From an optimization exercise on the open Yosys and OpenROAD flow, aimed at small area, a short achievable clock period and few clock cycles per item; shortcuts taken in it are not production practice. Only simulation tests tie the RTL to the original design; equivalence was not proved. Power figures rest on the tool's default switching activity, not on a simulated workload.

--- config.mk ---
export PLATFORM = sky130hd
export DESIGN_NAME = rram_ternary_cim
export DESIGN_NICKNAME = rram_ternary_cim
export VERILOG_FILES = /design/flow/design.v
export SDC_FILE = /design/flow/constraint.sdc
export NUM_CORES = 4
export LEC_CHECK = 0
export CAP_MARGIN = 20
export CORE_MARGIN = 2
export CORE_UTILIZATION = 55
export CTS_BUF_LIST = sky130_fd_sc_hd__clkbuf_8
export CTS_CLUSTER_DIAMETER = 80
export CTS_CLUSTER_SIZE = 16
export SETUP_SLACK_MARGIN = 3.8
export SLEW_MARGIN = 20
export SYNTH_HIERARCHICAL = 1
export SYNTH_MINIMUM_KEEP_SIZE = 0
export TNS_END_PERCENT = 0
--- constraint.sdc ---
create_clock -name core_clock -period 10.0 [get_ports {clk}]
set_input_delay 2.0000 -clock core_clock [delete_from_list [all_inputs] [get_ports {clk}]]
set_output_delay 2.0000 -clock core_clock [all_outputs]
set_load 0.01 [all_outputs]
--- design.v ---
`timescale 1ns / 1ps
module rram_ternary_cim #(
    parameter ROWS = 16,
    parameter COLS = 16,
    parameter TRIT_WIDTH = 2     
)(
    input  wire                        clk,
    input  wire                        rst_n,
    input  wire [$clog2(ROWS)-1:0]     wr_row,
    input  wire [$clog2(COLS)-1:0]     wr_col,
    input  wire [TRIT_WIDTH-1:0]       wr_data,    
    input  wire                        wr_en,
    input  wire [ROWS*TRIT_WIDTH-1:0]  input_vector,   
    input  wire                        mac_start,
    output wire [COLS*8-1:0]           mac_result,     
    output reg                         mac_done,
    input  wire [$clog2(ROWS)-1:0]     rd_row,
    input  wire [$clog2(COLS)-1:0]     rd_col,
    output wire [TRIT_WIDTH-1:0]       rd_data
);
    reg  [ROWS*COLS*TRIT_WIDTH-1:0] xbar;
    reg  [ROWS-1:0] row_vld;
    wire [ROWS-1:0] row_n;      
    wire [COLS-1:0] col_n;      
    wire [COLS*TRIT_WIDTH-1:0] col_wd;
    cim_wdec u_wdec (.wr_en(wr_en), .wr_row(wr_row), .wr_col(wr_col), .wr_data(wr_data),
                     .row_vld(row_vld), .row_n(row_n), .col_n(col_n), .col_wd(col_wd));
    genvar gr, gc;
    generate
        for (gr = 0; gr < ROWS; gr = gr + 1) begin : g_wrow
            for (gc = 0; gc < COLS; gc = gc + 1) begin : g_wcell
                always @(posedge clk)
                    if (~(row_n[gr] | col_n[gc]))
                        xbar[(gr*COLS+gc)*2 +: 2] <= col_wd[gc*2 +: 2];
            end
        end
    endgenerate
    always @(posedge clk or negedge rst_n) begin
        if (!rst_n)
            row_vld <= {ROWS{1'b0}};
        else if (wr_en)
            row_vld[wr_row] <= 1'b1;
    end
    cim_rmux u_rmux (.xbar(xbar), .row_vld(row_vld), .rd_row(rd_row), .rd_col(rd_col),
                     .rd_data(rd_data));
    generate
        for (gc = 0; gc < COLS; gc = gc + 1) begin : g_res
            wire [ROWS-1:0] xp, xn;
            if (gc % (COLS/2) == 0) begin : g_x
                for (gr = 0; gr < ROWS; gr = gr + 1) begin : g_xr
                    cim_xdec u_xd (.x(input_vector[2*gr +: 2]), .v(row_vld[gr]), .p(xp[gr]), .n(xn[gr]));
                end
            end else begin : g_xc
                assign xp = g_res[gc - gc % (COLS/2)].xp;
                assign xn = g_res[gc - gc % (COLS/2)].xn;
            end
            wire [ROWS*2-1:0] cv;
            wire [5:0] sum;
            for (gr = 0; gr < ROWS; gr = gr + 1) begin : g_cv
                assign cv[gr*2 +: 2] = xbar[(gr*COLS+gc)*2 +: 2];
            end
            cim_col u_col (.xp(xp), .xn(xn), .cv(cv), .sum(sum));
            reg [5:0] res;
            always @(posedge clk)
                res <= sum;
            assign mac_result[gc*8 +: 8] = {{2{res[5]}}, res};
        end
    endgenerate
    always @(posedge clk or negedge rst_n) begin
        if (!rst_n)
            mac_done <= 1'b0;
        else
            mac_done <= mac_start;
    end
endmodule
module cim_xdec (input wire [1:0] x, input wire v, output wire p, output wire n);
    assign p = x[0] & ~x[1] & v;
    assign n = x[1] & ~x[0] & v;
endmodule
module cim_wdec (
    input  wire         wr_en,
    input  wire [3:0]   wr_row,
    input  wire [3:0]   wr_col,
    input  wire [1:0]   wr_data,
    input  wire [15:0]  row_vld,
    output wire [15:0]  row_n,
    output wire [15:0]  col_n,
    output wire [31:0]  col_wd
);
    wire row_first = ~row_vld[wr_row];
    wire [15:0] col_sel, col_en, row_sel;
    genvar i;
    generate
        for (i = 0; i < 16; i = i + 1) begin : g_dec
            assign col_sel[i] = wr_en & (wr_col == i);
            assign col_en[i]  = col_sel[i] | (wr_en & row_first);
            assign row_sel[i] = (wr_row == i);
            assign col_wd[i*2 +: 2] = wr_data & {2{col_sel[i]}};
            assign row_n[i] = ~row_sel[i];
            assign col_n[i] = ~col_en[i];
        end
    endgenerate
endmodule
module cim_rmux (
    input  wire [511:0] xbar,
    input  wire [15:0]  row_vld,
    input  wire [3:0]   rd_row,
    input  wire [3:0]   rd_col,
    output wire [1:0]   rd_data
);
    wire [15:0] rh, rh1;
    cim_dec16 u_rh0 (.a(rd_row), .y(rh));
    cim_dec16 u_rh1 (.a(rd_row), .y(rh1));
    wire [15:0] ch = 16'd1 << rd_col;
    wire [1:0] vh;
    cim_ao8 u_v0 (.s(rh[7:0]), .d(row_vld[7:0]), .y(vh[0]));
    cim_ao8 u_v1 (.s(rh[15:8]), .d(row_vld[15:8]), .y(vh[1]));
    genvar c, b, r, h;
    generate
        for (b = 0; b < 2; b = b + 1) begin : g_b
            wire [31:0] hv;                  
            for (c = 0; c < 16; c = c + 1) begin : g_c
                wire [15:0] d;
                for (r = 0; r < 16; r = r + 1) begin : g_r
                    assign d[r] = xbar[(r*16+c)*2+b];
                end
                wire [15:0] rs = (c < 8) ? rh : rh1;
                cim_ao8 u_lo (.s(rs[7:0]), .d(d[7:0]), .y(hv[2*c]));
                cim_ao8 u_hi (.s(rs[15:8]), .d(d[15:8]), .y(hv[2*c+1]));
            end
            wire [3:0] qv;                   
            for (h = 0; h < 4; h = h + 1) begin : g_q
                cim_ao8 u_q (.s({ch[4*h+3], ch[4*h+3], ch[4*h+2], ch[4*h+2],
                                 ch[4*h+1], ch[4*h+1], ch[4*h], ch[4*h]}),
                             .d(hv[8*h +: 8]), .y(qv[h]));
            end
            wire vsel_n;                     
            cim_nor2 u_vn (.a(vh[0]), .b(vh[1]), .y(vsel_n));
            wire [1:0] on;
            cim_nor2 u_n0 (.a(qv[0]), .b(qv[1]), .y(on[0]));
            cim_nor2 u_n1 (.a(qv[2]), .b(qv[3]), .y(on[1]));
            cim_a21oi u_o (.a1(on[0]), .a2(on[1]), .b1(vsel_n), .y(rd_data[b]));
        end
    endgenerate
endmodule
module cim_dec16 (input wire [3:0] a, output wire [15:0] y);
    assign y = 16'd1 << a;
endmodule
module cim_ao8 (input wire [7:0] s, input wire [7:0] d, output wire y);
    assign y = |(s & d);
endmodule
module cim_a21oi (input wire a1, input wire a2, input wire b1, output wire y);
    assign y = ~((a1 & a2) | b1);
endmodule
module cim_nor2 (input wire a, input wire b, output wire y);
    assign y = ~(a | b);
endmodule
module cim_col (
    input  wire [15:0] xp,
    input  wire [15:0] xn,
    input  wire [31:0] cv,
    output wire [5:0]  sum
);
    wire [15:0] pa, pb;    
    genvar r;
    generate
        for (r = 0; r < 16; r = r + 1) begin : g_p
            assign pa[r] = (xp[r] & cv[2*r]) | (xn[r] & cv[2*r+1]);
            assign pb[r] = ~((xp[r] & cv[2*r+1]) | (xn[r] & cv[2*r]));
        end
    endgenerate
    wire s0 = pa[0] ^ pb[0];
    wire k0 = pa[0] & pb[0];
    wire s1, k1;
    cim_fa u_s1 (.a(pa[1]), .b(pb[1]), .c(pa[2]), .s(s1), .co(k1));
    wire s2, k2;
    cim_fa u_s2 (.a(pb[2]), .b(pa[3]), .c(pb[3]), .s(s2), .co(k2));
    wire s3, k3;
    cim_fa u_s3 (.a(pa[4]), .b(pb[4]), .c(pa[5]), .s(s3), .co(k3));
    wire s4, k4;
    cim_fa u_s4 (.a(pb[5]), .b(pa[6]), .c(pb[6]), .s(s4), .co(k4));
    wire s5, k5;
    cim_fa u_s5 (.a(pa[7]), .b(pb[7]), .c(pa[8]), .s(s5), .co(k5));
    wire s6, k6;
    cim_fa u_s6 (.a(pb[8]), .b(pa[9]), .c(pb[9]), .s(s6), .co(k6));
    wire s7, k7;
    cim_fa u_s7 (.a(pa[10]), .b(pb[10]), .c(pa[11]), .s(s7), .co(k7));
    wire s8, k8;
    cim_fa u_s8 (.a(pb[11]), .b(pa[12]), .c(pb[12]), .s(s8), .co(k8));
    wire s9, k9;
    cim_fa u_s9 (.a(pa[13]), .b(pb[13]), .c(pa[14]), .s(s9), .co(k9));
    wire s10, k10;
    cim_fa u_s10 (.a(pb[14]), .b(pa[15]), .c(pb[15]), .s(s10), .co(k10));
    wire s11, k11;
    cim_fa u_s11 (.a(s0), .b(s1), .c(s2), .s(s11), .co(k11));
    wire s12, k12;
    cim_fa u_s12 (.a(s3), .b(s4), .c(s5), .s(s12), .co(k12));
    wire s13, k13;
    cim_fa u_s13 (.a(s6), .b(s7), .c(s8), .s(s13), .co(k13));
    wire s14, k14;
    cim_fa u_s14 (.a(s9), .b(s10), .c(s11), .s(s14), .co(k14));
    wire s15, k15;
    cim_fa u_s15 (.a(s12), .b(s13), .c(s14), .s(s15), .co(k15));
    wire s16 = k0 ^ k1;
    wire k16 = k0 & k1;
    wire s17, k17;
    cim_fa u_s17 (.a(k2), .b(k3), .c(k4), .s(s17), .co(k17));
    wire s18, k18;
    cim_fa u_s18 (.a(k5), .b(k6), .c(k7), .s(s18), .co(k18));
    wire s19, k19;
    cim_fa u_s19 (.a(k8), .b(k9), .c(k10), .s(s19), .co(k19));
    wire s20, k20;
    cim_fa u_s20 (.a(s16), .b(k11), .c(k12), .s(s20), .co(k20));
    wire s21, k21;
    cim_fa u_s21 (.a(k13), .b(s17), .c(s18), .s(s21), .co(k21));
    wire s22, k22;
    cim_fa u_s22 (.a(s19), .b(k14), .c(s20), .s(s22), .co(k22));
    wire s23, k23;
    cim_fa u_s23 (.a(s21), .b(k15), .c(s22), .s(s23), .co(k23));
    wire s24 = k16 ^ k17;
    wire k24 = k16 & k17;
    wire s25, k25;
    cim_fa u_s25 (.a(k18), .b(k19), .c(s24), .s(s25), .co(k25));
    wire s26, k26;
    cim_fa u_s26 (.a(k20), .b(k21), .c(s25), .s(s26), .co(k26));
    wire s27, k27;
    cim_fa u_s27 (.a(k22), .b(s26), .c(k23), .s(s27), .co(k27));
    wire s28, k28;
    cim_fa u_s28 (.a(k24), .b(k25), .c(k26), .s(s28), .co(k28));
    wire s29 = s28 ^ k27;
    wire k29 = s28 & k27;
    assign sum[3:0] = {s29, s27, s23, s15};
    cim_xnor2 u_top4 (.a(k28), .b(k29), .y(sum[4]));
    cim_nor2 u_top5 (.a(k28), .b(k29), .y(sum[5]));
endmodule
module cim_xnor2 (input wire a, input wire b, output wire y);
    assign y = ~(a ^ b);
endmodule
module cim_fsum (input wire a, input wire b, input wire c, output wire s);
    wire p = a ^ b;
    assign s = p ^ c;
endmodule
module cim_maj (input wire a, input wire b, input wire c, output wire y);
    assign y = (a & b) | (a & c) | (b & c);
endmodule
module cim_fa (input wire a, input wire b, input wire c, output wire s, output wire co);
    assign s = a ^ b ^ c;
    assign co = (a & b) | (a & c) | (b & c);
endmodule
--- flow/run.sh ---
#!/bin/bash
# Layout flow: the standard ORFS flow (standard.sh, all steps), except
# that the port buffers are sky130_fd_sc_hd__buf_2 instead of the buffer
# that buffer_ports picks on its own (a slow delay buffer).
set -e
export BUFFER_PORTS_ARGS="-buffer_cell sky130_fd_sc_hd__buf_2"
bash standard.sh > standard.log 2>&1
--- standard.sh ---
#!/bin/bash
# synth_recipe.tcl (not shown) runs the flow's synth.tcl, then flattens the netlist and writes it again
# the make line also repeats each setting of config.mk as NAME=value (left out here)
make -C /OpenROAD-flow-scripts/flow DESIGN_CONFIG=/design/flow/config.mk WORK_HOME=/design/flow/orfs CLKGATE_MAP_FILE= SYNTH_SCRIPT=/design/flow/synth_recipe.tcl "${@:-finish}"
==> results of run 1 <==
cell type report:
class | count | share of cell area
Multi-Input combinational cell | 1933 | 0.482
Sequential cell | 625 | 0.432
Timing Repair Buffer | 228 | 0.0340
Tap cell | 931 | 0.0284
Clock buffer | 50 | 0.0168
Clock inverter | 38 | 0.00558
Inverter | 8 | 0.000732
Antenna cell | 5 | 0.000305
registers in the layout (all words and copies together), names as in the netlist:
register   count
g_res.res     96
xbar         512
row_vld       16
mac_done       1
worst max-delay path, cell delays in order:
cell      delay (ps)
buf_8            230
and4bb_4         390
a22oi_1          250
nand4_1          150
a22oi_1          290
nand4_1          300
nor2_2           300
a21oi_2          150
buf_2            160
layer usage:
metal	global-route usage	wire, um	part of all wire	up-vias
li1	-	-	-	10964
met1	0.474	47600	0.36	14029
met5	0.00405	0	0	-
met2	0.573	59900	0.45	1939
met3	0.0948	15900	0.12	408
met4	0.213	8760	0.066	0
Yosys stat by module, one instance, submodules excluded:
| module | times used | flip-flops and latches | cells | cell area (um2) |
|---|---|---|---|---|
| cim_ao8 | 74 | 0 | 5 | 36.3 |
| cim_fa | 416 | 0 | 1 | 20.0 |
| cim_a21oi | 2 | 0 | 1 | 8.76 |
| cim_rmux | 1 | 0 | 20 | 277 |
| cim_wdec | 1 | 0 | 112 | 723 |
| cim_dec16 | 2 | 0 | 20 | 277 |
| cim_col | 16 | 0 | 40 | 340 |
| cim_xnor2 | 16 | 0 | 1 | 8.76 |
| rram_ternary_cim | 1 | 625 | 1045 | 19600 |
| cim_nor2 | 22 | 0 | 1 | 3.75 |
| cim_xdec | 32 | 0 | 2 | 17.5 |
what timing repair did:
action / 4_1_cts / 5_1_grt
resized for setup: 46 / 18
setup endpoints to repair: 2 / 2
pin swaps: 2 / 4
buffers inserted: 5 / 2
stage by stage:
stage	hold slack [ps]	total power, mW	utilization	instances	worst slack [ps]
2_1_floorplan	514	8.25	-	2747	4260
3_3_place_gp	575	8.00	0.577	3712	3100
3_5_place_dp	586	8.15	0.578	3716	3050
4_1_cts	612	9.56	0.593	3809	3800
5_1_grt	630	10.3	0.596	3815	3810
6_report	607	9.43	0.596	3818	3760
worst max path at each step:
| stage | start | end | slack [ps] | cells past startpoint |
|---|---|---|---|---|
| 2_1_floorplan | input_vector[3] | g_res[0].res[3] | 4260 | 10 |
| 5_1_grt | rd_row[1] | rd_data[0] | 3810 | 9 |
| 4_1_cts | rd_row[3] | rd_data[1] | 3800 | 10 |
| 6_report | rd_row[1] | rd_data[1] | 3760 | 9 |
| 3_5_place_dp | rd_row[1] | rd_data[1] | 3050 | 9 |
| 3_3_place_gp | rd_row[2] | rd_data[1] | 3100 | 9 |
cells in the final DEF (no fill, tap or decap), drive strengths merged, types with 17 or more instances in the layout:
| cell type | Yosys | layout |
|---|---|---|
| a22oi | 553 | 553 |
| dfxtp | 96 | 96 |
| fa | 416 | 416 |
| nor2 | 296 | 296 |
| a31oi | 25 | 25 |
| edfxtp | 512 | 512 |
| nand2 | 20 | 20 |
| nand4 | 75 | 75 |
| buf | 123 | 228 |
| and3b | 65 | 65 |
| clkbuf | 58 | 50 |
| ha | 68 | 68 |
| dfrtp | 17 | 17 |
| and4bb | 18 | 18 |
| and2 | 36 | 36 |
| a22o | 256 | 256 |
| inv | 8 | 36 |
power groups by stage:
stage | Sequential [mW] | Combinational (mW) | Clock (mW)
2_1_floorplan | 3.44 | 4.82 | 0
3_3_place_gp | 3.32 | 4.69 | 0
3_5_place_dp | 3.33 | 4.83 | 0
4_1_cts | 3.27 | 4.87 | 1.42
5_1_grt | 3.30 | 5.45 | 1.51
6_report | 3.27 | 4.76 | 1.40
kinds of logic after synthesis:
| kind of cell | Yosys count | synth area share |
|---|---|---|
| XOR/XNOR | 16 | 0.00365 |
| buffers and inverters | 189 | 0.0307 |
| AND/OR/NAND/NOR | 572 | 0.0875 |
| multiplexers | 5 | 0.00238 |
| flip-flops | 625 | 0.461 |
| AO/OA/AOI/OAI | 856 | 0.176 |
| adder cells (fa/ha/maj) | 484 | 0.239 |
==> results.yml, run 1 <==
run_status:
  status: "no timing/DRC/antenna violations"
critical_path:
  r2r_start: "row_vld[4]"
  worst-r2r-setup-slack_ps: 4920
  critPathLaunchType: "primary input"
  r2r_end: "g_res[10].res[4]"
  reg2reg_depth: 10
  cp_max_fo: 32
  required_ps: 8000
  critical_path_class: "in2out"
  cp-end-kind: "primary output"
  cp.arrival_ps: 4240
grt:
  overflow: 0
  grt_pass1_wl_um: 187000
  antenna_found_initial: 5
  first_global_vias: 27669
  track_usage: 0.369
  grt_start_max_net_pins: 33
yosys:
  seq_area_frac_synth: 0.461
  synth_seq_cells: 625
  synth_edf_count: 512
  synth_common_cells: "a22oi_1, edfxtp_1, fa_1, nor2_1, a22o_1"
  syn-num-nets: 3285
  synthArstFlopShare: 0.0272
  synthMostInstantiatedCell: "a22oi_1"
  netlist_top_cells_area: "edfxtp_1, fa_1, a22oi_1, a22o_1, dfxtp_1"
  avgSynthCellArea_um2: 14.0
  netlist-cell-type-count: 51
  netlist_area_um2: 38400
  synth_area_leader_cell: "edfxtp_1"
  postSynthCellCount: 2747
  synth_top_area_share: 0.400
  ys_warn_count: 7
  synthFlopType: "edfxtp_1"
cells_and_area:
  ff_latch_area_um2: 17700
  drive_gt1_frac: 0.132
  final.fill_count: 5504
  postLayoutCellArea_um2: 41000
  area_growth_pct: 6.73
  layout.nets: 3381
  multi_input_area_um2: 19800
flow_run:
  maxCapViolCount: 0
sta:
  fin_worst_skew_ps: 29.5
  finalCritPeriodShare: 0.624
  grt_setup_unrepaired: "false"
  fin_tns_setup_ps: 0
  final-setup-viol-count: 0
  tightest_slew_ps: 1240
  slew_headroom: 0.176
  period_minus_slack_ps: 6240
  hold_viol_final: 0
  finalMaxSlewViolations: 0
  fmax_mhz: 160
detailed_routing:
  drtIter0Drc: 3544
  ant_nets: 0
  wl_per_cell_um: 34.6
  drc: 0
  via_per_inst: 7.16
  dr_total_vias: 27340
  dr.pass1.iters: 7
  drt_wl_total_um: 132000
min_path:
  whs_path_depth: 2
  worstHoldEndpoint: "row_vld[12]"
  hold_path_startpoint: "row_vld[12]"
  hold_path.class: "reg2reg"
power:
  combPwrFrac: 0.505
  ir_drop_uv: 262
  p_int_mw: 5.86
  power_frac_clock: 0.148
  p_seq_frac: 0.347
  leakage_nw: 13.9
  power_density_nw_per_um2: 230
  p_sw_frac: 0.379
  switchingPower_mw: 3.57
cts:
  htree_levels: 2
  clk_pin_slew_ps: 100
  root_buffer: "clkbuf_8"
  clock-sinks: 625
  cts_max_path_buffers: 3
  cts_tree: "built"
  numCtsBuffers: 47
  clock_latency_ps: 700
  cts_hold_buffers: 0
placed_design:
  dpl_cell_area_um2: 39800
  hpwl_um: 91400
  io_buffers: 184
  place.gp.congestion: 0.957
floorplanning:
  start_util: 0.558
  die_x_um: 268
  core_area_um2: 68800
  die_height_um: 268
  io_pins: 185
  rows: 96
  dieArea_um2: 72000
Testbench counts, summed over its fixed seeds: cycles 1,568, macs 1,536.
==> inputs of run 2 (changes only) <==
--- a/config.mk
+++ b/config.mk
@@ -13,3 +13,3 @@
 export CTS_CLUSTER_SIZE = 16
-export SETUP_SLACK_MARGIN = 3.8
+export SETUP_SLACK_MARGIN = 4.1
 export SLEW_MARGIN = 20
==> run 2 against run 1 <==
Still clean. First-iteration DRC count grew 4.2%. Combinational power barely moved. Critical path depth stayed put. Clock power hardly changed. Sequential share of layout area decreased by 0.51 points. Via count increased by 1.2%. Power grew 0.27%. Sequential cell count is the same. Hold slack gained 7.8 ps. Maximum frequency increased by 2.7%. Cell area grew 1.2%. Wire length increased by 2.0%. Critical endpoint unchanged. Largest cell class unchanged. Highest routed layer is now met5.
==> results.yml, run 2 <==
yosys:
  synth_common_cells: "a22oi_1, edfxtp_1, fa_1, nor2_1, a22o_1"
  synth_edf_count: 512
  netlist_area_um2: 38400
  synthMostInstantiatedCell: "a22oi_1"
  synth_seq_cells: 625
  postSynthCellCount: 2747
  synthFlopType: "edfxtp_1"
  synthArstFlopShare: 0.0272
  synth_top_area_share: 0.400
  netlist-cell-type-count: 51
  netlist_top_cells_area: "edfxtp_1, fa_1, a22oi_1, a22o_1, dfxtp_1"
  syn-num-nets: 3285
  ys_warn_count: 7
  seq_area_frac_synth: 0.461
  synth_area_leader_cell: "edfxtp_1"
  avgSynthCellArea_um2: 14.0
sta:
  slew_headroom: 0.191
  fin_tns_setup_ps: 0
  finalCritPeriodShare: 0.607
  fin_worst_skew_ps: 34.2
  final-setup-viol-count: 0
  period_minus_slack_ps: 6070
  grt_setup_unrepaired: "true"
  fmax_mhz: 165
  tightest_slew_ps: 1210
  finalMaxSlewViolations: 0
  hold_viol_final: 0
  fin_hold_ws_ps: 615
placed_design:
  io_buffers: 184
  hpwl_um: 91400
  place_inst: 3716
  place.gp.congestion: 0.957
power:
  p_sw_frac: 0.379
  combPwrFrac: 0.506
  ir_drop_uv: 262
  power_frac_clock: 0.148
  leakage_nw: 14.1
  p_int_mw: 5.87
  p_seq_frac: 0.346
  power_density_nw_per_um2: 228
  switchingPower_mw: 3.58
detailed_routing:
  ant_nets: 0
  dr.pass1.iters: 8
  drc: 0
  dr_total_vias: 27662
  wl_per_cell_um: 35.1
  drtIter0Drc: 3693
  via_per_inst: 7.21
  drt_wl_total_um: 135000
cts:
  clk_pin_slew_ps: 100
  root_buffer: "clkbuf_8"
  cts_tree: "built"
  clock-sinks: 625
  htree_levels: 2
  cts_hold_buffers: 0
  clock_latency_ps: 700
  cts_max_path_buffers: 3
  numCtsBuffers: 47
grt:
  track_usage: 0.372
  grt_start_max_net_pins: 34
  grt_pass1_wl_um: 188000
  first_global_vias: 27890
  overflow: 0
  antenna_found_initial: 6
critical_path:
  cp_max_fo: 18
  critical_path_class: "in2out"
  critPathLaunchType: "primary input"
  required_ps: 8000
  cp-end-kind: "primary output"
  cp.arrival_ps: 4070
floorplanning:
  die_height_um: 268
  core_area_um2: 68800
  io_pins: 185
  start_util: 0.558
  rows: 96
  dieArea_um2: 72000
  die_x_um: 268
cells_and_area:
  drive_gt1_frac: 0.150
  layout_commonest_cell: "a22oi_1"
  top_register: "xbar"
  largest_reg_flops: 512
  layout_common_cells: "a22oi_1, edfxtp_1, fa_1"
  layout.nets: 3402
  area_growth_pct: 7.99
  top_regs: "xbar x512, g_res.res x96, row_vld x16"
  layoutNonFillerInstCount: 3839
run_status:
  status: "no timing/DRC/antenna violations"
flow_run:
  maxCapViolCount: 0
min_path:
  hold_path.class: "reg2reg"
## run 2: cell counts after synthesis
Identical to the previous run, type by type.
## run 2: worst paths after layout
check                      depth (start not counted)        from         endpoint  slack [ps]
max                                                9   rd_row[0]       rd_data[1]        3930
max reg2reg                                       10  row_vld[2]  g_res[0].res[4]        4980
max in group asynchronous                          1       rst_n      row_vld[10]        8470
min reg2reg                                        1  row_vld[8]       row_vld[8]         620
min                                                1  row_vld[8]       row_vld[8]         620
min in group asynchronous                          1       rst_n         mac_done        1220
## run 2: layout make-up
class,instances,area [um2]
timing repair buffer,245,1680
antenna,5,12.5
fill,5489,27300
clock buffer,50,688
sequential,625,17700
tap,931,1160
clock inverter,38,229
inverter,8,30.0
multi-input combinational,1937,20000
## run 2: timing repair
| action | in CTS | in global routing |
|---|---|---|
| resized for setup | 86 | 34 |
| endpoints found under the setup margin | 6 | 49 |
| gates cloned | 2 | 6 |
| pin swaps | 17 | 23 |
| setup buffers | 15 | 5 |
## run 2: metal layers
metal  track usage  vias up  part of all wire
li1              -    11020                 -
met1         0.474    14123              0.35
met2         0.577     2090              0.45
met3        0.0991      425              0.13
met4         0.219        4             0.069
met5       0.00473        -           0.00022
## run 2: through the flow
stage | area, um2 | setup WS, ps | util | total power [mW]
final | 41500 | 3930 | 0.603 | 9.46
after global routing | 41500 | 3920 | 0.603 | 10.3
after CTS | 41100 | 4020 | 0.598 | 9.58
after detailed placement | 39800 | 3050 | 0.578 | 8.15
after global placement | 39700 | 3100 | 0.577 | 8.00
after floorplan | 38400 | 4260 | - | 8.25
## run 2: worst max-delay path, stage by stage
cell,delay [ps]
bufbuf_16,280
and4b_4,310
a22oi_1,210
nand4_1,120
a22oi_1,270
nand4_1,330
nor2_4,260
a21oi_2,130
buf_2,160
## run 2: power groups by stage
stage | logic [mW] | clock network, mW | registers (mW)
2_1_floorplan | 4.82 | 0 | 3.44
3_3_place_gp | 4.69 | 0 | 3.32
3_5_place_dp | 4.83 | 0 | 3.33
4_1_cts | 4.88 | 1.42 | 3.27
5_1_grt | 5.47 | 1.51 | 3.30
6_report | 4.79 | 1.40 | 3.27
## run 2: Yosys stat by module (local to each module, per instance)
module,cells inside,area [um2],flops+latches
cim_a21oi,1,8.76,0
cim_ao8,5,36.3,0
cim_col,40,340,0
cim_dec16,20,277,0
cim_fa,1,20.0,0
cim_nor2,1,3.75,0
cim_rmux,20,277,0
cim_wdec,112,723,0
cim_xdec,2,17.5,0
cim_xnor2,1,8.76,0
rram_ternary_cim,1045,19600,625
## run 2: logic make-up after synthesis
logic type,share of synthesized area
buffers and inverters,0.0307
adder cells (fa/ha/maj),0.239
XOR/XNOR,0.00365
flip-flops,0.461
AND/OR/NAND/NOR,0.0875
multiplexers,0.00238
AO/OA/AOI/OAI,0.176
==> inputs of run 3 (changes only) <==
--- a/config.mk
+++ b/config.mk
@@ -9,3 +9,3 @@
 export CORE_MARGIN = 2
-export CORE_UTILIZATION = 55
+export CORE_UTILIZATION = 70
 export CTS_BUF_LIST = sky130_fd_sc_hd__clkbuf_8
@@ -13,3 +13,3 @@
 export CTS_CLUSTER_SIZE = 16
-export SETUP_SLACK_MARGIN = 4.1
+export SETUP_SLACK_MARGIN = 4.0
 export SLEW_MARGIN = 20
==> run 3 against run 2 <==
Final cell count fell by 6.6%. Wire length fell by 2.3%. Die area fell by 21%. Register-to-register slack got worse by 80 ps. Power fell by 0.44%. Cell area fell by 1.5%. Global-route usage rose by 8.0 points. Largest cell class unchanged. Largest power group unchanged. Highest routed layer unchanged.
==> results.yml, run 3 <==
yosys:
  synth_common_cells: "a22oi_1, edfxtp_1, fa_1, nor2_1, a22o_1"
  ys_warn_count: 7
  avgSynthCellArea_um2: 14.0
  synthArstFlopShare: 0.0272
  netlist-cell-type-count: 51
  syn-num-nets: 3285
  synth_top_area_share: 0.400
  postSynthCellCount: 2747
  netlist_top_cells_area: "edfxtp_1, fa_1, a22oi_1, a22o_1, dfxtp_1"
  synth_edf_count: 512
  synth_area_leader_cell: "edfxtp_1"
  netlist_area_um2: 38400
  seq_area_frac_synth: 0.461
  synthMostInstantiatedCell: "a22oi_1"
  synthFlopType: "edfxtp_1"
  synth_seq_cells: 625
cells_and_area:
  postLayoutCellArea_um2: 40900
  layoutNonFillerInstCount: 3586
  layout_common_cells: "a22oi_1, edfxtp_1, fa_1"
  drive_gt1_frac: 0.134
  top_regs: "xbar x512, g_res.res x96, row_vld x16"
  final_util: 0.757
  top_register: "xbar"
  largest_reg_flops: 512
  layout.nets: 3388
  area_growth_pct: 6.39
  layout_commonest_cell: "a22oi_1"
sta:
  tightest_slew_ps: 1300
  fin_worst_skew_ps: 37.8
  fmax_mhz: 164
  final-setup-viol-count: 0
  finalMaxSlewViolations: 0
  fin_tns_setup_ps: 0
  period_minus_slack_ps: 6110
  fin_ws_ps: 3890
  slew_headroom: 0.136
  finalCritPeriodShare: 0.611
  hold_viol_final: 0
  grt_setup_unrepaired: "true"
floorplanning:
  die_height_um: 238
  io_pins: 185
  die_x_um: 238
  rows: 85
  start_util: 0.711
  core_area_um2: 54000
  dieArea_um2: 56800
critical_path:
  cp-end-kind: "primary output"
  critPathLaunchType: "primary input"
  r2r_start: "row_vld[6]"
  cp.arrival_ps: 4110
  worst-r2r-setup-slack_ps: 4900
  cp_max_fo: 20
  required_ps: 8000
  r2r_end: "g_res[5].res[4]"
  critical_path_class: "in2out"
  reg2reg_depth: 10
power:
  ir_drop_uv: 339
  leakage_nw: 13.9
  p_sw_frac: 0.384
  power_density_nw_per_um2: 230
  p_int_mw: 5.80
  switchingPower_mw: 3.61
  power_frac_clock: 0.140
  p_seq_frac: 0.349
  combPwrFrac: 0.511
detailed_routing:
  drt_wl_total_um: 132000
  via_per_inst: 7.97
  wl_per_cell_um: 36.7
  drc: 0
  ant_nets: 0
  drtIter0Drc: 4989
  dr_total_vias: 28593
  dr.pass1.iters: 9
placed_design:
  place.gp.congestion: 0.999
  hpwl_um: 85500
  place_inst: 3476
  dp_worst_setup_slack_ps: 3010
  io_buffers: 184
  dpl_cell_area_um2: 39400
min_path:
  hold_path_startpoint: "row_vld[9]"
  worstHoldEndpoint: "row_vld[9]"
  whs_path_depth: 2
  hold_path.class: "reg2reg"
grt:
  antenna_found_initial: 7
  grt_pass1_wl_um: 181000
  grt_start_max_net_pins: 33
  first_global_vias: 28319
  overflow: 0
  track_usage: 0.452
cts:
  root_buffer: "clkbuf_8"
  numCtsBuffers: 46
  clk_pin_slew_ps: 110
  clock-sinks: 625
  clock_latency_ps: 730
  cts_hold_buffers: 0
  cts_tree: "built"
  cts_max_path_buffers: 3
  htree_levels: 2
run_status:
  status: "no timing/DRC/antenna violations"
flow_run:
  maxCapViolCount: 0
-- run 3: cell types whose count changed in the layout (fill, tap and decap cells not counted), sizes merged --
| cell | change |
|---|---|
| bufinv | -2 |
| and4bb | +2 |
| clkinv | -2 |
| diode | -2 |
| clkinvlp | -2 |
| clkbuf | -2 |
| inv | +6 |
| bufbuf | -1 |
| buf | -16 |
| and4b | +1 |
-- run 3: how the worst max path moves through the flow --
| stage | startpoint | cells after the start | end | slack [ps] |
|---|---|---|---|---|
| final | rd_row[0] | 10 | rd_data[0] | 3890 |
| after global routing | rd_row[3] | 10 | rd_data[1] | 3980 |
| after CTS | rd_row[1] | 10 | rd_data[0] | 4000 |
| after detailed placement | rd_row[1] | 9 | rd_data[1] | 3010 |
| after global placement | rd_row[1] | 9 | rd_data[0] | 3090 |
| after floorplan | input_vector[3] | 10 | g_res[0].res[3] | 4260 |
-- run 3: timing repair --
item | CTS | global route
resized for setup | 70 | 38
setup buffers | 4 | 5
pin swaps | 11 | 21
setup endpoints to repair | 2 | 15
gates cloned | 0 | 11
-- run 3: logic make-up after synthesis --
kind of cell	count (synthesis)	synth area share
adders and majority gates	484	0.239
xor gates and xnor gates	16	0.00365
AOI/OAI and AO/OA	856	0.176
buffers and inverters	189	0.0307
and+or+nand+nor	572	0.0875
DFF	625	0.461
muxes	5	0.00238
-- run 3: critical path, cell delays in order --
cell      delay (ps)
buf_16           170
and4bb_4         350
buf_6            190
a22oi_1          170
nand4_1          150
a22oi_2          200
nand4_1          280
nor2_4           280
a21oi_4          120
buf_2            160
-- run 3: modules after synthesis (local to each module, per instance), a selection --
module / flip-flops and latches / times used / area (um2)
rram_ternary_cim: 625 / 1 / 19600
cim_wdec: 0 / 1 / 723
cim_dec16: 0 / 2 / 277
cim_rmux: 0 / 1 / 277
cim_ao8: 0 / 74 / 36.3
cim_fa: 0 / 416 / 20.0
cim_xdec: 0 / 32 / 17.5
cim_a21oi: 0 / 2 / 8.76
cim_xnor2: 0 / 16 / 8.76
cim_nor2: 0 / 22 / 3.75
-- run 3: power groups by stage --
stage / Sequential [mW] / Clock (mW) / Combinational, mW
floorplan: 3.44 / 0 / 4.82
global placement: 3.32 / 0 / 4.49
detailed placement: 3.34 / 0 / 4.76
CTS: 3.28 / 1.32 / 4.81
global route: 3.30 / 1.40 / 5.32
finish: 3.28 / 1.32 / 4.81
-- run 3: cell type report --
class	instances	area (um2)
repair buffers	229	1510
inverters	8	30.0
flip-flops and latches	625	17700
well taps	696	871
clock inverters	38	173
clock buffers	47	647
diodes	3	7.51
multi-input cells	1940	19900
fillers	3446	13200
-- run 3: through the flow --
stage	hold WS, ps	power [mW]
floorplan	514	8.25
global placement	585	7.82
detailed placement	588	8.09
CTS	612	9.41
global route	649	10.0
finish	625	9.41
-- run 3: routing by layer --
metal	vias up	part of all wire	track usage
met5	-	0.00074	0
met4	10	0.092	0.314
met3	736	0.17	0.132
met2	2912	0.43	0.670
met1	13935	0.31	0.580
li1	11000	-	-
==> inputs of run 4 (changes only) <==
--- a/config.mk
+++ b/config.mk
@@ -13,3 +13,3 @@
 export CTS_CLUSTER_SIZE = 16
-export SETUP_SLACK_MARGIN = 4.0
+export SETUP_SLACK_MARGIN = 4.2
 export SLEW_MARGIN = 20
==> run 4 against run 3 <==
Wire length grew 2.4%. First-iteration DRC count rose by 1.2%. Sequential share of layout area is 0.49 points lower. Critical endpoint unchanged.
==> results.yml, run 4 <==
cts:
  clock_latency_ps: 740
  cts_tree: "built"
  clock-sinks: 625
  htree_levels: 2
  root_buffer: "clkbuf_8"
  numCtsBuffers: 46
  cts_max_path_buffers: 3
  clk_pin_slew_ps: 110
  cts_hold_buffers: 0
power:
  power_frac_clock: 0.140
  p_seq_frac: 0.348
  p_sw_frac: 0.384
  ir_drop_uv: 339
  leakage_nw: 14.1
  p_int_mw: 5.81
  switchingPower_mw: 3.63
  finalPower_mw: 9.44
  combPwrFrac: 0.512
  power_density_nw_per_um2: 228
grt:
  overflow: 0
  grt_pass1_wl_um: 182000
  grt_start_max_net_pins: 35
  first_global_vias: 28391
  track_usage: 0.455
  antenna_found_initial: 6
critical_path:
  cp.arrival_ps: 4190
  cp-end-kind: "primary output"
  crit_chain: "clkbuf_16 > buf_12 > and4b_4 > a22oi_1 > nand4_1 > a22oi_2 > nand4_1 > nor2_4 > a21oi_4 > buf_2"
  cp_max_fo: 13
  critPathLaunchType: "primary input"
  cp_slowest_stage_delay_ps: 310
  cp_slowest_cell: "a22oi_2"
  critical_path_class: "in2out"
  cpMostUsedCell: "nand4_1"
  required_ps: 8000
detailed_routing:
  dr.pass1.iters: 8
  drt_wl_total_um: 135000
  wl_per_cell_um: 37.3
  drtIter0Drc: 5047
  drc: 0
  ant_nets: 0
  via_per_inst: 8.06
  dr_total_vias: 29147
yosys:
  synth_common_cells: "a22oi_1, edfxtp_1, fa_1, nor2_1, a22o_1"
  synthArstFlopShare: 0.0272
  synth_area_leader_cell: "edfxtp_1"
  netlist_area_um2: 38400
  netlist_top_cells_area: "edfxtp_1, fa_1, a22oi_1, a22o_1, dfxtp_1"
  synthFlopType: "edfxtp_1"
  synth_seq_cells: 625
  seq_area_frac_synth: 0.461
  synth_edf_count: 512
  postSynthCellCount: 2747
  synthMostInstantiatedCell: "a22oi_1"
  ys_warn_count: 7
  netlist-cell-type-count: 51
  avgSynthCellArea_um2: 14.0
  syn-num-nets: 3285
  synth_top_area_share: 0.400
cells_and_area:
  area_growth_pct: 7.60
  layout.nets: 3418
  largest_reg_flops: 512
  top_regs: "xbar x512, g_res.res x96, row_vld x16"
  drive_gt1_frac: 0.150
  layout_commonest_cell: "a22oi_1"
  layoutNonFillerInstCount: 3617
  layout_common_cells: "a22oi_1, edfxtp_1, fa_1"
  final.fill_count: 3373
  top_register: "xbar"
sta:
  fin_tns_setup_ps: 0
  tightest_slew_ps: 1310
  period_minus_slack_ps: 6190
  fin_worst_skew_ps: 58.7
  final-setup-viol-count: 0
  hold_viol_final: 0
  grt_setup_unrepaired: "true"
  fmax_mhz: 161
  finalMaxSlewViolations: 0
  finalCritPeriodShare: 0.619
  slew_headroom: 0.124
placed_design:
  place_inst: 3476
  hpwl_um: 85500
  io_buffers: 184
  place.gp.congestion: 0.999
floorplanning:
  core_area_um2: 54000
  dieArea_um2: 56800
  die_x_um: 238
  rows: 85
  io_pins: 185
  start_util: 0.711
  die_height_um: 238
flow_run:
  maxCapViolCount: 0
min_path:
  hold_path.class: "reg2reg"
run_status:
  status: "no timing/DRC/antenna violations"
==> run 4: cell counts after synthesis <==
No cell type changed its count.
==> run 4: final timing paths <==
kind	start	to	slack, ps	depth (start not counted)
min	row_vld[9]	row_vld[9]	620	2
max reg2reg	row_vld[6]	g_res[5].res[4]	4910	10
max in group asynchronous	rst_n	row_vld[14]	8500	1
min reg2reg	row_vld[9]	row_vld[9]	620	2
min in group asynchronous	rst_n	row_vld[1]	1210	1
max	rd_row[3]	rd_data[0]	3810	10
==> run 4: final cells by class <==
| class | count | area, um2 | area share |
|---|---|---|---|
| multi-input cells | 1947 | 20100 | 0.486 |
| inverters | 8 | 30.0 | 0.000726 |
| clock buffers | 47 | 647 | 0.0156 |
| well taps | 696 | 871 | 0.0211 |
| repair buffers | 252 | 1780 | 0.0431 |
| flip-flops and latches | 625 | 17700 | 0.429 |
| clock inverters | 38 | 173 | 0.00418 |
| diodes | 4 | 10.0 | 0.000242 |
==> run 4: Yosys stat by module, one instance, submodules excluded <==
module / times used / cell area (um2) / cells / flip-flops and latches
cim_xnor2: 16 / 8.76 / 1 / 0
cim_ao8: 74 / 36.3 / 5 / 0
rram_ternary_cim: 1 / 19600 / 1045 / 625
cim_rmux: 1 / 277 / 20 / 0
cim_wdec: 1 / 723 / 112 / 0
cim_nor2: 22 / 3.75 / 1 / 0
cim_dec16: 2 / 277 / 20 / 0
cim_col: 16 / 340 / 40 / 0
cim_a21oi: 2 / 8.76 / 1 / 0
cim_xdec: 32 / 17.5 / 2 / 0
cim_fa: 416 / 20.0 / 1 / 0
==> run 4: metal layers <==
| metal | part of all wire | wire (um) | vias up | global-route usage |
|---|---|---|---|---|
| met5 | 0.00030 | 41 | - | 0 |
| li1 | - | - | 11077 | - |
| met3 | 0.17 | 22900 | 828 | 0.142 |
| met2 | 0.43 | 57400 | 3011 | 0.672 |
| met1 | 0.31 | 41300 | 14225 | 0.578 |
| met4 | 0.097 | 13100 | 6 | 0.317 |
==> run 4: logic make-up (layout without fill, tap and decap cells) <==
kind of cell | after synthesis | count (layout) | synth area share
buffers and inverters | 189 | 345 | 0.0307
adder cells (fa/ha/maj) | 484 | 484 | 0.239
XOR/XNOR | 16 | 16 | 0.00365
flip-flops | 625 | 625 | 0.461
AND/OR/NAND/NOR | 572 | 586 | 0.0875
AO/OA/AOI/OAI | 856 | 856 | 0.176
other | 0 | 4 | 0
multiplexers | 5 | 5 | 0.00238
==> run 4: power groups by stage <==
stage | Clock, mW | Sequential, mW | Combinational (mW)
3_5_place_dp | 0 | 3.34 | 4.76
5_1_grt | 1.40 | 3.30 | 5.35
2_1_floorplan | 0 | 3.44 | 4.82
4_1_cts | 1.32 | 3.28 | 4.81
3_3_place_gp | 0 | 3.32 | 4.49
6_report | 1.32 | 3.28 | 4.83
==> run 4: metrics by stage <==
stage,setup WS [ps],utilization,hold slack [ps],instance area (um2)
finish,3810,0.765,622,41300
global route,3910,0.765,649,41300
CTS,4040,0.750,612,40500
detailed placement,3010,0.729,588,39400
global placement,3090,0.729,585,39400
floorplan,4260,-,514,38400
==> run 4: timing repair <==
| action | 4_1_cts | 5_1_grt |
|---|---|---|
| hold endpoints to repair | 0 | 0 |
| gates resized for setup | 78 | 64 |
| pin swaps | 18 | 42 |
| endpoints found under the setup margin | 27 | 50 |
| buffers inserted | 10 | 17 |
| gates cloned | 2 | 21 |
==> run 4: worst max-delay path, delay by kind of cell <==
family / cells / cell delay (ps)
simple gates: 4 / 1020
compound gates: 3 / 710
buf+inv: 3 / 450
==> inputs of run 5 (changes only) <==
--- a/config.mk
+++ b/config.mk
@@ -11,5 +11,3 @@
 export CTS_BUF_LIST = sky130_fd_sc_hd__clkbuf_8
-export CTS_CLUSTER_DIAMETER = 80
-export CTS_CLUSTER_SIZE = 16
-export SETUP_SLACK_MARGIN = 4.2
+export SETUP_SLACK_MARGIN = 4.1
 export SLEW_MARGIN = 20
==> run 5 against run 4 <==
Maximum frequency grew 1.7%. Power grew 9.3%. Critical path type unchanged. Synthesized area is the same. Critical path depth is the same. Setup slack gained 100 ps. Via count grew 1.0%. Synthesized cell count is the same. Sequential power is essentially flat. Sequential cell count is the same.
==> results.yml, run 5 <==
detailed_routing:
  ant_nets: 0
  via_per_inst: 7.92
  wl_per_cell_um: 36.2
  drc: 0
  dr_total_vias: 29443
  dr.pass1.iters: 10
  drt_wl_total_um: 135000
  drtIter0Drc: 5352
cells_and_area:
  final.fill_count: 3238
  multi_input_area_um2: 20000
  layout.nets: 3473
  drive_gt1_frac: 0.172
  layout_common_cells: "a22oi_1, edfxtp_1, fa_1"
  largest_reg_flops: 512
  top_regs: "xbar x512, g_res.res x96, row_vld x16"
  layoutNonFillerInstCount: 3717
  ff_latch_area_um2: 17700
  final_util: 0.786
  area_growth_pct: 10.6
  top_register: "xbar"
  layout_commonest_cell: "a22oi_1"
cts:
  htree_levels: 3
  clock-sinks: 625
  cts_max_path_buffers: 3
  root_buffer: "clkbuf_8"
  clock_latency_ps: 720
  numCtsBuffers: 99
  cts_hold_buffers: 0
  clk_pin_slew_ps: 60
  cts_tree: "built"
sta:
  hold_viol_final: 0
  finalMaxSlewViolations: 0
  fin_hold_ws_ps: 621
  slew_headroom: 0.139
  finalCritPeriodShare: 0.609
  fmax_mhz: 164
  fin_tns_setup_ps: 0
  final-setup-viol-count: 0
  grt_setup_unrepaired: "true"
  period_minus_slack_ps: 6090
  tightest_slew_ps: 1290
  fin_worst_skew_ps: 32.7
min_path:
  hold_path_startpoint: "row_vld[9]"
  whs_path_depth: 2
  worstHoldEndpoint: "row_vld[9]"
  hold_path.class: "reg2reg"
grt:
  grt_start_max_net_pins: 35
  grt_pass1_wl_um: 184000
  antenna_found_initial: 6
  first_global_vias: 29008
  track_usage: 0.458
  overflow: 0
floorplanning:
  dieArea_um2: 56800
  rows: 85
  start_util: 0.711
  core_area_um2: 54000
  io_pins: 185
  die_x_um: 238
  die_height_um: 238
placed_design:
  place.gp.congestion: 0.999
  io_buffers: 184
  place_inst: 3476
  hpwl_um: 85500
critical_path:
  r2r_start: "row_vld[5]"
  r2r_end: "g_res[8].res[4]"
  reg2reg_depth: 10
  cp_slowest_cell: "a22oi_1"
  required_ps: 8000
  worst-r2r-setup-slack_ps: 4870
  critPathLaunchType: "primary input"
  cp-end-kind: "primary output"
  cp_max_fo: 11
  cp_slowest_stage_delay_ps: 320
  critical_path_class: "in2out"
  cp.arrival_ps: 4090
  crit_chain: "clkbuf_16 > buf_12 > and4bb_4 > a22oi_1 > nand4_1 > a22oi_1 > nand4_1 > nor2_4 > a21oi_4 > buf_2"
yosys:
  synth_area_leader_cell: "edfxtp_1"
  avgSynthCellArea_um2: 14.0
  seq_area_frac_synth: 0.461
  synth_seq_cells: 625
  synthMostInstantiatedCell: "a22oi_1"
  synth_common_cells: "a22oi_1, edfxtp_1, fa_1, nor2_1, a22o_1"
  netlist_area_um2: 38400
  synthArstFlopShare: 0.0272
  synth_top_area_share: 0.400
  ys_warn_count: 7
  syn-num-nets: 3285
  netlist-cell-type-count: 51
  synth_edf_count: 512
  netlist_top_cells_area: "edfxtp_1, fa_1, a22oi_1, a22o_1, dfxtp_1"
  postSynthCellCount: 2747
  synthFlopType: "edfxtp_1"
flow_run:
  maxCapViolCount: 0
power:
  ir_drop_uv: 306
  power_density_nw_per_um2: 243
  finalPower_mw: 10.3
  leakage_nw: 14.7
run_status:
  status: "no timing/DRC/antenna violations"
[run 5: cell count changes in the layout (fill, tap and decap cells not counted), moves of 4 or more]
cell and delta:
buf_8 -4, buf_12 +5, a22oi_1 +5, bufinv_16 +4, a22oi_2 -5, clkinv_1 +11
clkbuf_8 +65, and4bb_2 -5, buf_4 +5, clkinv_2 +14
[run 5: kinds of logic after synthesis]
family                   Yosys count  synth area share
AO/OA/AOI/OAI                    856             0.176
multiplexers                       5           0.00238
AND/OR/NAND/NOR                  572            0.0875
XOR/XNOR                          16           0.00365
flip-flops                       625             0.461
buffers and inverters            189            0.0307
adder cells (fa/ha/maj)          484             0.239
[run 5: modules after synthesis (local to each module, per instance)]
| module | cell area [um2] | flops+latches | times used |
|---|---|---|---|
| cim_fa | 20.0 | 0 | 416 |
| cim_xnor2 | 8.76 | 0 | 16 |
| cim_a21oi | 8.76 | 0 | 2 |
| cim_ao8 | 36.3 | 0 | 74 |
| cim_xdec | 17.5 | 0 | 32 |
| cim_col | 340 | 0 | 16 |
| cim_nor2 | 3.75 | 0 | 22 |
| rram_ternary_cim | 19600 | 625 | 1 |
| cim_wdec | 723 | 0 | 1 |
| cim_rmux | 277 | 0 | 1 |
| cim_dec16 | 277 | 0 | 2 |
[run 5: worst max path at each step]
stage / slack (ps) / to / startpoint
final: 3910 / rd_data[0] / rd_row[2]
after detailed placement: 3010 / rd_data[1] / rd_row[1]
after floorplan: 4260 / g_res[0].res[3] / input_vector[3]
after global routing: 3940 / rd_data[0] / rd_row[2]
after global placement: 3090 / rd_data[0] / rd_row[1]
after CTS: 4030 / rd_data[0] / rd_row[3]
[run 5: timing repair]
action | 4_1_cts | 5_1_grt
gates cloned | 2 | 14
setup buffers | 7 | 31
pin swaps | 15 | 38
endpoints found under the hold margin | 0 | 0
endpoints found under the setup margin | 5 | 48
resized for setup | 77 | 56
[run 5: per-layer routing]
metal / global-route usage / share of wire
met5: 0 / 0.00025
met4: 0.332 / 0.10
met3: 0.161 / 0.17
met2: 0.672 / 0.42
met1: 0.568 / 0.31
[run 5: stage by stage]
stage	area, um2	setup slack, ps
after global placement	39400	3090
final	42500	3910
after CTS	41600	4030
after detailed placement	39400	3010
after floorplan	38400	4260
after global routing	42500	3940
[run 5: layout make-up]
| type | instances | area share |
|---|---|---|
| well taps | 696 | 0.0205 |
| clock inverters | 71 | 0.00998 |
| repair buffers | 260 | 0.0443 |
| flip-flops and latches | 625 | 0.417 |
| clock buffers | 112 | 0.0363 |
| multi-input cells | 1941 | 0.471 |
| inverters | 8 | 0.000707 |
| diodes | 4 | 0.000236 |
[run 5: critical path: cells and delay by family]
family / cells / cell delay, ps
and+or+nand+nor: 4 / 950
buffers and inverters: 3 / 470
AOI/OAI and AO/OA: 3 / 670
[run 5: report_power, final]
| part | internal, mW | switching (mW) |
|---|---|---|
| Combinational | 2.20 | 2.65 |
| Clock | 1.13 | 1.04 |
| Sequential | 3.18 | 0.110 |
==> inputs of run 6 (changes only) <==
==> flow/run.sh (replaced) <==
#!/bin/bash
# Layout flow: the standard ORFS flow (standard.sh, all steps), except
# that the port buffers are sky130_fd_sc_hd__buf_1 (the repair steps upsize those on critical paths) instead of the buffer
# that buffer_ports picks on its own (a slow delay buffer).
set -e
export BUFFER_PORTS_ARGS="-buffer_cell sky130_fd_sc_hd__buf_1"
bash standard.sh > standard.log 2>&1
--- a/config.mk
+++ b/config.mk
@@ -9,5 +9,5 @@
 export CORE_MARGIN = 2
-export CORE_UTILIZATION = 70
+export CORE_UTILIZATION = 55
 export CTS_BUF_LIST = sky130_fd_sc_hd__clkbuf_8
-export SETUP_SLACK_MARGIN = 4.1
+export SETUP_SLACK_MARGIN = 3.8
 export SLEW_MARGIN = 20
==> run 6 against run 5 <==
Power decreased by 1.5%. Largest cell class unchanged. Utilization decreased by 18 points. Still clean. Non-clock buffer count decreased by 29. Sequential cell count unchanged. Hold slack got worse by 8.0 ps. Final cell count increased by 6.2%.
==> results.yml, run 6 <==
yosys:
  syn-num-nets: 3285
  netlist-cell-type-count: 51
  synth_edf_count: 512
  synthArstFlopShare: 0.0272
  seq_area_frac_synth: 0.461
  synth_area_leader_cell: "edfxtp_1"
  ys_warn_count: 7
  avgSynthCellArea_um2: 14.0
  netlist_top_cells_area: "edfxtp_1, fa_1, a22oi_1, a22o_1, dfxtp_1"
  postSynthCellCount: 2747
  synthMostInstantiatedCell: "a22oi_1"
  netlist_area_um2: 38400
  synth_top_area_share: 0.400
  synthFlopType: "edfxtp_1"
  synth_common_cells: "a22oi_1, edfxtp_1, fa_1, nor2_1, a22o_1"
  synth_seq_cells: 625
cts:
  clk_pin_slew_ps: 60
  clock_latency_ps: 740
  cts_max_path_buffers: 3
  clock-sinks: 625
  root_buffer: "clkbuf_8"
  cts_hold_buffers: 0
  numCtsBuffers: 109
  cts_tree: "built"
  htree_levels: 3
grt:
  track_usage: 0.364
  overflow: 0
  antenna_found_initial: 15
  use_met1: 0.457
  grt_start_max_net_pins: 33
  grt_pass1_wl_um: 185000
  global_route.peak_usage_layer: "met2"
  grtUsageMet2: 0.589
  first_global_vias: 28083
  use_met3: 0.0680
critical_path:
  required_ps: 8000
  critPathLaunchType: "primary input"
  cp-end-kind: "primary output"
  cp.arrival_ps: 4290
  critical_path_class: "in2out"
  cp_max_fo: 32
cells_and_area:
  layout.nets: 3446
  ff_latch_area_um2: 17700
  final_util: 0.610
  largest_reg_flops: 512
  top_register: "xbar"
  drive_gt1_frac: 0.0946
  top_regs: "xbar x512, g_res.res x96, row_vld x16"
  layout_common_cells: "a22oi_1, edfxtp_1, fa_1"
  layout_commonest_cell: "a22oi_1"
  final.fill_count: 5461
  area_growth_pct: 9.27
  multi_input_area_um2: 19800
sta:
  tightest_slew_ps: 1260
  finalCritPeriodShare: 0.629
  fin_worst_skew_ps: 24.4
  fmax_mhz: 159
  finalMaxSlewViolations: 0
  slew_headroom: 0.158
  period_minus_slack_ps: 6290
  grt_setup_unrepaired: "true"
  fin_hold_ws_ps: 613
  hold_viol_final: 0
  fin_tns_setup_ps: 0
  final-setup-viol-count: 0
power:
  leakage_nw: 14.1
  power_density_nw_per_um2: 242
  ir_drop_uv: 250
min_path:
  hold_path.class: "reg2reg"
floorplanning:
  dieArea_um2: 72000
  die_x_um: 268
  die_height_um: 268
  core_area_um2: 68800
  rows: 96
  io_pins: 185
  start_util: 0.558
flow_run:
  maxCapViolCount: 0
detailed_routing:
  dr.pass1.iters: 6
  drtIter0Drc: 3538
  drc: 0
  ant_nets: 0
  wl_per_cell_um: 32.9
  drt_wl_total_um: 130000
  via_per_inst: 6.98
  dr_total_vias: 27571
run_status:
  status: "no timing/DRC/antenna violations"
placed_design:
  place.gp.congestion: 0.982
  hpwl_um: 91300
  io_buffers: 184
## run 6: metrics by stage
step	setup WS (ps)	power [mW]	area [um2]	std cells
after detailed placement	3020	8.06	39500	3713
after CTS	3790	10.3	41800	3930
final	3710	10.2	42000	3949
after global placement	2940	7.87	39400	3705
after floorplan	4260	8.25	38400	2747
after global routing	3790	11.0	42000	3944
## run 6: final timing paths
path | startpoint | to | slack (ps) | cells after the start
setup / recovery | rd_row[3] | rd_data[0] | 3710 | 10
hold / removal | row_vld[4] | row_vld[4] | 610 | 2
setup reg to reg | row_vld[4] | g_res[6].res[4] | 4960 | 10
hold reg to reg | row_vld[4] | row_vld[4] | 610 | 2
max in group asynchronous | rst_n | row_vld[7] | 8470 | 1
min in group asynchronous | rst_n | row_vld[15] | 1220 | 1
## run 6: area by class of cell
cell class,count,share of cell area
Antenna cell,15,0.000894
Clock buffer,123,0.0403
Clock inverter,83,0.00918
Inverter,8,0.000715
Multi-Input combinational cell,1933,0.471
Sequential cell,625,0.422
Tap cell,931,0.0278
Timing Repair Buffer,231,0.0280
## run 6: report_power, final
part	total [mW]	internal [mW]	switching, mW	leakage [nW]
clock	2.23	1.15	1.08	1.21
sequential	3.28	3.18	0.102	5.25
combinational	4.64	2.07	2.57	7.61
total	10.2	6.40	3.76	14.1
## run 6: per-module statistics from Yosys, one instance, submodules excluded, a selection
module            copies in the design  cells inside  flops+latches
cim_fa                             416             1              0
cim_ao8                             74             5              0
cim_nor2                            22             1              0
cim_a21oi                            2             1              0
cim_wdec                             1           112              0
cim_dec16                            2            20              0
cim_rmux                             1            20              0
rram_ternary_cim                     1          1045            625
cim_col                             16            40              0
## run 6: timing repair
item	4_1_cts	5_1_grt
buffers inserted	11	3
pin swaps	3	8
gates resized for setup	44	19
setup endpoints to repair	2	2
## run 6: worst max-delay path, stage by stage
cell	delay (ps)
clkbuf_8	220
and4bb_1	250
buf_4	240
a22oi_2	250
nand4_1	170
a22oi_1	230
nand4_1	330
nor2_4	280
a21oi_2	130
buf_1	150
## run 6: cells by family (layout without fill, tap and decap cells)
| family | count (synthesis) | after routing | synth area share |
|---|---|---|---|
| XOR/XNOR | 16 | 16 | 0.00365 |
| other | 0 | 15 | 0 |
| AO/OA/AOI/OAI | 856 | 856 | 0.176 |
| buffers and inverters | 189 | 445 | 0.0307 |
| AND/OR/NAND/NOR | 572 | 572 | 0.0875 |
| adder cells (fa/ha/maj) | 484 | 484 | 0.239 |
| flip-flops | 625 | 625 | 0.461 |
| multiplexers | 5 | 5 | 0.00238 |
## run 6: per-layer routing
metal / part of all wire / vias to the layer above / routed length (um)
met5: 0.00011 / - / 14
met3: 0.11 / 397 / 13700
met4: 0.062 / 4 / 8110
met1: 0.36 / 14156 / 46500
met2: 0.47 / 1854 / 61700
li1: - / 11160 / -

afterwards: timing with drivers on the ports:
The results above use ideal ports. As a check the final layouts listed here were re-extracted and re-timed, cells and wires unchanged.
Step 1 sets driving cells, clkbuf_16 on the clock port and buf_2 on the other inputs (assumed; they add their load-dependent delay and slew).
Step 2 times the ports against the registers' clock, not the clock port: input delays grow and output delays shrink by t, the midpoint of the rising clock arrivals with the driver on.
a / b / c = ideal ports / drivers / drivers and shift; a / b = the first two.
| run | shift t [ns] | setup WS [ns] | hold WS [ns] | clock arrival spread, ns | pins driven straight from the clock port |
|---|---|---|---|---|---|
| run 1 | 0.753 | 3.762 / 3.635 / 3.245 | 0.607 / 0.607 / 0.607 | 0.042 / 0.042 | 1 |
| run 2 | 0.758 | 3.928 / 3.736 / 3.278 | 0.615 / 0.615 / 0.615 | 0.051 / 0.051 | 1 |
| run 3 | 0.764 | 3.895 / 3.713 / 3.235 | 0.625 / 0.625 / 0.625 | 0.052 / 0.053 | 1 |
| run 4 | 0.762 | 3.806 / 3.624 / 3.237 | 0.622 / 0.622 / 0.622 | 0.072 / 0.073 | 1 |
| run 5 | 0.773 | 3.908 / 3.696 / 3.221 | 0.621 / 0.621 / 0.621 | 0.040 / 0.040 | 1 |
| run 6 | 0.787 | 3.709 / 3.646 / 3.216 | 0.613 / 0.613 / 0.613 | 0.028 / 0.028 | 1 |
After both steps every run listed still meets setup and hold. For run 5, which loses most, drivers alone change the setup slack by -0.212 ns; drivers and shift together by -0.687 ns.
